Background: an optimization exercise with open tools, aiming at small area. Do not read the settings as production practice. Only simulation tests tie the RTL to the original design; equivalence was not proved. Power is estimated from default activity; no workload was simulated.

==> flow/config.mk <==
export PLATFORM = sky130hd
export DESIGN_NAME = mainClock
export DESIGN_NICKNAME = mainClock
export VERILOG_FILES = /design/flow/design.v
export SDC_FILE = /design/flow/constraint.sdc
export NUM_CORES = 4
export LEC_CHECK = 0
export CAP_MARGIN = 20
export CORE_MARGIN = 2
export CORE_UTILIZATION = 40
export SLEW_MARGIN = 20
==> flow/constraint.sdc <==
create_clock -name core_clock -period 20.0 [get_ports {FPGAclk}]
set_input_delay 4.0000 -clock core_clock [delete_from_list [all_inputs] [get_ports {FPGAclk}]]
set_output_delay 4.0000 -clock core_clock [all_outputs]
set_load 0.01 [all_outputs]
==> flow/design.v <==
`timescale 1ns / 1ps
module mainClock(
    output reg Vsync,  
    output reg Hsync,  
    output reg [2:0] Rcolor,  
    output reg [2:0] Gcolor,  
    output reg [1:0] Bcolor,  
    output reg [3:0] lScore,  
    output reg [3:0] rScore,  
    output reg [1:0] winner,  
    output reg speakerOut,  
    input FPGAclk,  
    input reset,  
    input startGame,  
    input setColor,  
    input setSpeed,  
    input [2:0] Rinput,  
    input [2:0] Ginput,  
    input [1:0] Binput,  
    input encoderLA,  
    input encoderLB,  
    input encoderRA,  
    input encoderRB  
    );
    reg display;
    reg clockCount;
    reg [10:0] Hcount;
    reg [18:0] Vcount;
    reg [9:0] VpixelCount;
    reg [9:0] HpixelCount;
    reg [10:0] LpaddleTLH;
    reg [10:0] LpaddleHeight;
    reg [18:0] LpaddleTLV;
    reg [18:0] LpaddleWidth;
    reg [10:0] RpaddleTLH;
    reg [10:0] RpaddleHeight;
    reg [18:0] RpaddleTLV;
    reg [18:0] RpaddleWidth;
    reg [10:0] ballTLH;
    reg [10:0] ballHeight;
    reg [18:0] ballTLV;
    reg [18:0] ballWidth;
    reg [3:0] ballVspeed;
    reg [3:0] ballHspeed;
    reg ballMovingRight;
    reg ballMovingDown;
    reg [4:0] ballOffset;  
    reg [7:0] gameSpeed;
    reg [7:0] gameCount;
    reg [2:0] Rmem;
    reg [2:0] Gmem;
    reg [1:0] Bmem;
    reg [11:0] screenWidth;
    reg [11:0] screenHeight;
    reg [1:0] gameState;
    reg [26:0] pauseCount;
    reg prevRA;
    reg prevLA;
    reg playTone;
    reg [16:0] toneFrq;
    parameter toneFrqMax=31;  
    parameter toneLength=6200;  
    always@(posedge FPGAclk or posedge reset)
    begin
        if(reset) begin
            Vcount = 0;
            Hcount = 0;
            Vsync = 1;
            Hsync = 1;
            display = 0;
            VpixelCount = 0;
            HpixelCount = 0;
            clockCount = 0;
            ballOffset = 25;
            Rcolor = 0;
            Rmem = 0;
            Gcolor = 0;
            Gmem = 0;
            Bcolor = 0;
            Bmem = 0;
            LpaddleWidth = 20;
            LpaddleHeight = 100;
            LpaddleTLH = 20;
            LpaddleTLV = 190;
            RpaddleWidth = 20;
            RpaddleHeight = 100;
            RpaddleTLH = 600;
            RpaddleTLV = 190;
            ballTLH = 310;
            ballHeight = 20;
            ballTLV = 230;
            ballWidth = 20;
            playTone = 1;
            ballVspeed = 50;
            ballHspeed = 50;
            ballMovingRight = 0;
            ballMovingDown = 0;
            gameState = 0;
            gameSpeed = 128;
            gameCount = 0;
            screenWidth = 639;
            screenHeight = 479;
            lScore = 0;
            rScore = 0;
            pauseCount = 0;
            prevRA = 0;
            prevLA = 0;
            speakerOut = 0;
            toneFrq = 0;
            winner = 0;
        end else begin
            if(playTone == 1) begin
                if(pauseCount < toneLength) begin
                    if(toneFrq == toneFrqMax) begin
                        speakerOut = ~speakerOut;
                        toneFrq = 0;
                    end else begin
                        toneFrq = toneFrq + 1;
                    end
                    pauseCount = pauseCount + 1;   
                end else begin
                    pauseCount = 0;
                    playTone = 0;
                end
            end
            if(prevRA != encoderRA) begin
                if(gameState != 0 && prevRA == 0) begin
                    if(encoderRB == 1) begin
                        if(RpaddleTLV > (16 - gameSpeed/16)) begin
                            RpaddleTLV = RpaddleTLV - (16 - gameSpeed/16) - 1;
                        end
                    end else begin
                        if(RpaddleTLV + RpaddleHeight < screenHeight - ballOffset - (16 - gameSpeed/16)) begin
                            RpaddleTLV = RpaddleTLV + (16 - gameSpeed/16) + 1;
                        end
                    end
                end
                prevRA = encoderRA;
            end
            if(prevLA != encoderLA) begin
                if(gameState != 0 && prevLA == 0) begin
                    if(encoderLB == 1) begin
                        if(LpaddleTLV > (16 - gameSpeed/16)) begin
                            LpaddleTLV = LpaddleTLV - (16-gameSpeed/16) - 1;
                        end
                    end else begin
                        if(LpaddleTLV + LpaddleHeight < screenHeight - ballOffset - (16-gameSpeed/16)) begin
                            LpaddleTLV = LpaddleTLV + (16 - gameSpeed/16) + 1;
                        end
                    end
                end
                prevLA = encoderLA;
            end
            if(clockCount == 0) begin
                if(display == 1) begin
                if(setColor == 1) begin
                    Rmem=Rinput;
                    Gmem=Ginput;
                    Bmem=Binput;
                end
                if(setSpeed == 1) begin
                    gameSpeed[7:5] = Rinput;
                    gameSpeed[4:2] = Ginput;
                    gameSpeed[1:0] = Binput;
                end
                if (((HpixelCount > RpaddleTLH
                        && HpixelCount < (RpaddleTLH+RpaddleWidth)
                        && (((VpixelCount-15) > RpaddleTLV))
                        && (VpixelCount-15) < (RpaddleTLV+RpaddleHeight)))
                        || (((HpixelCount > LpaddleTLH)
                        && (HpixelCount < (LpaddleTLH+LpaddleWidth))))
                        && (((VpixelCount-15) > LpaddleTLV)
                        && ((VpixelCount-15) < (LpaddleTLV+LpaddleHeight)))
                        || (((HpixelCount > ballTLH)
                        && (HpixelCount < (ballTLH+ballWidth))))
                        && (((VpixelCount-15) > ballTLV)
                        && ((VpixelCount-15) < (ballTLV+ballHeight)))) begin
                    Rcolor = ~Rmem;
                    Gcolor = ~Gmem;
                    Bcolor = ~Bmem;
                end else begin
                    Rcolor = Rmem;
                    Gcolor = Gmem;
                    Bcolor = Bmem;
                end
                case(gameState)
                    0:  
                    begin  
                        if(startGame == 1) begin
                            gameState = 1;
                        end
                    end
                    1:  
                    begin
                        begin
                            if(gameCount == gameSpeed || gameCount > gameSpeed) begin
                                gameCount=0;
                                if(ballMovingRight==1) begin
                                    if((ballTLH + ballWidth) > screenWidth) begin
                                        if(lScore == 9) begin
                                            gameState = 3;
                                            winner = 1;
                                            pauseCount = 0;
                                        end else begin
                                            lScore = lScore + 1;
                                            gameState = 2;
                                            winner = 0;
                                        end
                                        ballMovingRight = 0;
                                        ballTLH = (screenWidth - ballWidth);
                                        ballTLH = 310;
                                        ballTLV = 230;
                                    end
                                    else if((ballTLH+ballWidth)>RpaddleTLH
                                            && (ballTLH+ballWidth)<(RpaddleTLH+RpaddleWidth)
                                            && ballTLV<(RpaddleTLV+RpaddleHeight)
                                            && (ballTLV+ballHeight)>RpaddleTLV) begin
                                        ballMovingRight = 0;
                                        playTone = 1;
                                    end else begin
                                        ballTLH = (ballTLH + ballHspeed);
                                    end
                                end else begin
                                    if(ballTLH < ballHspeed) begin
                                        if(rScore == 9)  begin
                                            gameState = 3;
                                            pauseCount = 0;
                                            winner = 2;
                                        end else begin
                                            rScore = rScore + 1;
                                            gameState = 2;
                                            winner = 0;
                                        end
                                        ballMovingRight = 1;
                                        ballTLH = 310;
                                        ballTLV = 230;
                                    end else if(ballTLH < (LpaddleTLH + LpaddleWidth)
                                                && ballTLH>LpaddleTLH
                                                && ballTLV<(LpaddleTLV+LpaddleHeight)
                                                && (ballTLV+ballHeight)>LpaddleTLV) begin
                                        ballMovingRight = 1;
                                        playTone = 1;
                                    end else begin
                                        ballTLH = (ballTLH - ballHspeed);
                                    end
                                end
                                if(ballMovingDown == 1) begin
                                    if((ballTLV + ballHeight + ballOffset) > screenHeight) begin
                                        ballMovingDown=0;
                                        ballTLV = (screenHeight - ballHeight - ballOffset);
                                    end else begin
                                        ballTLV = (ballTLV + ballVspeed);
                                    end
                                end else begin
                                    if(ballTLV < ballVspeed) begin
                                        ballMovingDown = 1;
                                        ballTLV = 0;
                                    end else begin
                                        ballTLV = (ballTLV - ballVspeed);
                                    end
                                end
                            end else begin
                                gameCount = gameCount + 1;
                            end
                        end
                    end
                    2:  
                    begin
                        if(pauseCount == 16383) begin
                            pauseCount = 0;
                            gameState = 1;
                        end else begin
                            pauseCount = pauseCount + 1;
                        end
                    end
                    3:  
                    begin
                        if(startGame == 1) begin
                            rScore = 0;
                            lScore = 0;
                            gameState = 1;
                            winner = 0;
                        end else begin
                            case(winner)
                                0:
                                begin
                                    winner=3;
                                end
                                1:
                                begin
                                    if(pauseCount < 625) begin
                                        lScore = 9;
                                    end else begin
                                        lScore = 15;
                                    end
                                end
                                2:
                                begin
                                    if(pauseCount < 625) begin
                                        rScore = 9;
                                    end else begin
                                        rScore = 15;
                                    end
                                end
                                3:
                                begin
                                end
                            endcase
                            if(pauseCount > 1250) begin
                                pauseCount = 0;
                            end else begin
                                pauseCount = pauseCount + 1;
                            end
                        end
                    end
                endcase
                if(HpixelCount == 639) begin
                    HpixelCount = 0;
                    if(VpixelCount == 479) begin
                        VpixelCount = 0;
                    end else begin
                        VpixelCount = VpixelCount + 1;
                    end
                end else begin
                    HpixelCount = HpixelCount + 1;
                end
            end else begin
                Rcolor = 0;
                Gcolor = 0;
                Bcolor = 0;
            end
                if(Hcount==0) begin
                    Hsync = 0;
                end else if(Hcount==95) begin
                    Hsync=1;
                end
                else if(Hcount==143) begin
                    display = 1;
                    HpixelCount = 0;
                end else if(Hcount == 783) begin
                    display = 0;
                end
                Hcount = Hcount + 1;
                if(Hcount == 800) begin
                    Hcount = 0;
                end
                if(Vcount == 0) begin
                    Vsync = 0;
                end else if(Vcount==1600) begin
                    Vsync = 1;
                    VpixelCount = 0;
                end
                Vcount = Vcount + 1;
                if(Vcount == 416800) begin
                    Vcount = 0;
                end
                clockCount = ~clockCount;
            end else begin
                clockCount = ~clockCount;
            end
        end
    end
endmodule
==> flow/run.sh <==
#!/bin/bash
# synth_recipe.tcl (not shown) runs the flow's synth.tcl, then flattens the netlist and writes it again
# the make line also repeats each setting of config.mk as NAME=value (left out here)
make -C /OpenROAD-flow-scripts/flow DESIGN_CONFIG=/design/flow/config.mk WORK_HOME=/design/flow/orfs CLKGATE_MAP_FILE= SYNTH_SCRIPT=/design/flow/synth_recipe.tcl finish
==> summary.txt <==
status - complete, no violations
PD cells - 67.9 nW/um2
WL final - 63300 um
largest net degree at the start of global routing - 110
worst slew pin tran - 1.03 ns
CTS Buffer Depth - 3
yosys warns - 1
worst hold slack - 0.468 ns
routed vias - 20000
Hold Buf Count CTS - 0
asr flop ratio synth - 100%
htree depth - 1
I/O pins - 38
met1 global-route usage - 30.6%
max-slew violations - 0
synthesized flop and latch total - 215
Die Ht - 237 um
global placer's final weighted congestion - 0.915
Yosys cell types - 112
clk_skew - 0.0118 ns
Commonest cells post-synth - ha_1, nand2_1, nor2_1, dfrtp_1, o21ai_0
Setup violations, final - 0
start-to-end type of the worst setup path - input pin to flip-flop
Die X - 237 um
Placed Cells - 3307
total clock sinks - 215
CP required - 20.45 ns
top-area cell type share of the netlist area - 21.8%
CTS tree - done
synth top area cells - dfrtp_1, ha_1, xnor2_1, nand2_1, o21ai_0
fmax - 102 MHz
port bufs - 37
insertion delay to the later sink of the worst-skew pair - 0.57 ns
layout cells sized above 1 - 6.34%
static leakage - 9.74 nW
number of global-route vias before repair - 19300
utilization after layout - 43.8%
GRT overflow - 0
Setup crit end kind - flip-flop
Post-DRT Antenna Nets - 0
maximum VDD drop - 72.8 uV
relative max-transition margin - 30.8%
RSZ-0062 raised after global routing - false
Worst Hold Class - flip-flop to flip-flop
period utilization - 48.9%
Core Box Area - 53700 um2
Tmin final - 9.79 ns
post-route setup TNS - 0 ns
first-pass GRT wire length - 103000 um
max-cap check violation count - 0
Final nets - 2931
initial drt markers - 1470
sequential share of the synthesized area - 25.0%
CP max FO - 8
fin cells - 3360
Cell Area, Synth - 21700 um2
Mapped Nets - 2970
Main synth FF type - dfrtp_1
Mean Syn Cell Area - 8.08 um2
met2 usage - 37.1%
CTS Root Cell - clkbuf_16
post-synth top area cell - dfrtp_1
crit-path max cell delay - 0.49 ns
Post-synth EDFFs - 0
Clock Pin Slew Worst Setup and Hold Paths - 0.06 ns
drt pass-1 iters - 5
DRC - 0
Initial Util - 40.3%
WP data arrival - 10.24 ns
Final Hold Fails - 0
post-CTS sizing - 0
CP max-delay cell - clkdlybuf4s50_1
P&R area growth vs syn - 8.52%
initial antenna violation count - 0
FP Rows - 85
cells after synthesis - 2681
drt wl/cell - 18.8 um
startpoint types - input pin
GRT Overall Usage - 22.3%
die area - 56000 um2
most numerous cell in the Yosys netlist - ha_1
number of diodes - 0
via-per-instance ratio - 5.95
met3 Use GR - 2.10%
postcts setup bufs - 0
GR peak layer - met2
CTS buffer count - 28
CP most frequent cell - nor3_1
HPWL after DPL - 48100 um
==> metal layers <==
metal	share of wire [%]	up-vias
met5	0	-
met4	2.6	0
met3	4.7	105
met2	46	536
met1	46	9641
li1	-	9698
==> path summary, 6_finish.rpt <==
check	startpoint	endpoint	slack, ns	depth (start not counted)
worst max register to register	gameSpeed[4]$_DFFE_PP0P_	ballTLH[3]$_DFFE_PP0P_	11.32	32
worst min register to register	speakerOut$_DFFE_PP0P_	speakerOut$_DFFE_PP0P_	0.47	1
worst min-delay path	speakerOut$_DFFE_PP0P_	speakerOut$_DFFE_PP0P_	0.47	1
min in group asynchronous	reset	Hcount[0]$_DFFE_PP0N_	3.95	2
worst max-delay path	encoderRA	ballTLH[3]$_DFFE_PP0P_	10.21	25
max in group asynchronous	reset	ballTLV[1]$_DFFE_PP1P_	14.03	4
==> stage by stage <==
step                      area, um2  total power [W]  worst slack [ns]
after floorplan               21700         0.000923             10.16
after global placement        22500          0.00105              9.99
after detailed placement      22500          0.00106              9.77
after CTS                     23500          0.00161             10.33
after global routing          23500          0.00170              9.50
final                         23500          0.00160             10.21
==> placed cells by master, fill, tap and decap left out, types with 10 or more instances in the layout <==
master / synthesis / final
o21a_1: 32 / 32
o2111ai_1: 10 / 10
o21ai_1: 13 / 13
or3_1: 18 / 18
o22ai_1: 14 / 14
nor3_1: 90 / 90
a31oi_1: 25 / 25
mux2i_1: 29 / 29
xor2_1: 48 / 48
clkbuf_16: 0 / 29
o211ai_1: 12 / 12
buf_4: 5 / 17
nor4_1: 44 / 44
a211oi_1: 14 / 14
nor4b_1: 12 / 12
and2_1: 17 / 17
and3_1: 44 / 44
o31ai_1: 29 / 29
a22oi_1: 11 / 11
dfstp_2: 26 / 26
nand4_1: 60 / 60
o21ai_0: 179 / 179
ha_1: 268 / 268
a21o_1: 34 / 34
nand3b_1: 10 / 10
inv_1: 134 / 133
clkdlybuf4s50_1: 0 / 37
nor2_1: 221 / 220
nand3_1: 113 / 113
dfrtp_1: 189 / 189
nor2b_1: 51 / 50
xnor2_1: 116 / 116
a21oi_1: 169 / 169
nand2_1: 244 / 244
nand2b_1: 44 / 44
==> kinds of logic (layout without fill, tap and decap cells) <==
logic type | after synthesis | count (layout) | synth area share, %
buffers and inverters | 263 | 246 | 4.81
AOI/OAI and AO/OA | 688 | 688 | 21.1
and+or+nand+nor | 1036 | 1036 | 24.5
xor gates and xnor gates | 167 | 167 | 6.86
DFF | 215 | 215 | 25.0
muxes | 38 | 38 | 1.81
adders and majority gates | 274 | 274 | 15.9
==> worst max-delay path, delay by kind of cell <==
family | cells | cell delay [ns]
buffers and inverters | 2 | 0.65
AO/OA/AOI/OAI | 9 | 2.05
AND/OR/NAND/NOR | 11 | 2.64
adder cells (fa/ha/maj) | 1 | 0.28
XOR/XNOR | 2 | 0.60
==> where the power goes <==
group          leakage, nW  switching [W]  internal (W)  total [W]
clock network        0.474       0.000206      0.000325   0.000531
logic                 6.67       0.000324      0.000218   0.000542
registers             2.60      0.0000635      0.000460   0.000524
total                 9.74       0.000593       0.00100    0.00160
==> state kept, by name (all words and copies together), names as in the netlist, 4 cells and up <==
register	count
VpixelCount	10
lScore	4
HpixelCount	10
ballTLH	10
RpaddleTLV	19
rScore	4
gameSpeed	8
Vcount	19
ballTLV	19
LpaddleTLV	19
gameCount	8
pauseCount	27
toneFrq	17
Hcount	11
==> final cells by class <==
class                   instances  area (um2)
flip-flops and latches        215        5410
multi-input cells            2203       15200
well taps                     696         871
clock inverters                11         139
repair buffers                 56         510
inverters                     138         526
fillers                      5259       30200
clock buffers                  41         831

afterwards: timing with drivers on the ports:
The results above use ideal ports. As a check the final layout listed here was re-extracted and re-timed, cells and wires unchanged. Step 1 assumes that a clkbuf_16 drives the clock port and a buf_2 every other input. Step 2 moves the port delays by t, midway between the first and last clock arrival at a register: inputs arrive t later, outputs are due t later. That takes back most of the time a late clock gives input paths. a / b / c = ideal / step 1 / step 2; a / b = the first two.
t, ns: 0.616
setup WS [ns]: 10.213 / 10.246 / 9.630
clock arrival spread, ns: 0.016 / 0.016
worst data-port slew with drivers (ns): 0.04
cell pins on the clock port's net: 1
After both steps setup and hold are still met in this run. The setup slack of this run moves by +0.033 ns with the drivers and by -0.583 ns with both steps.
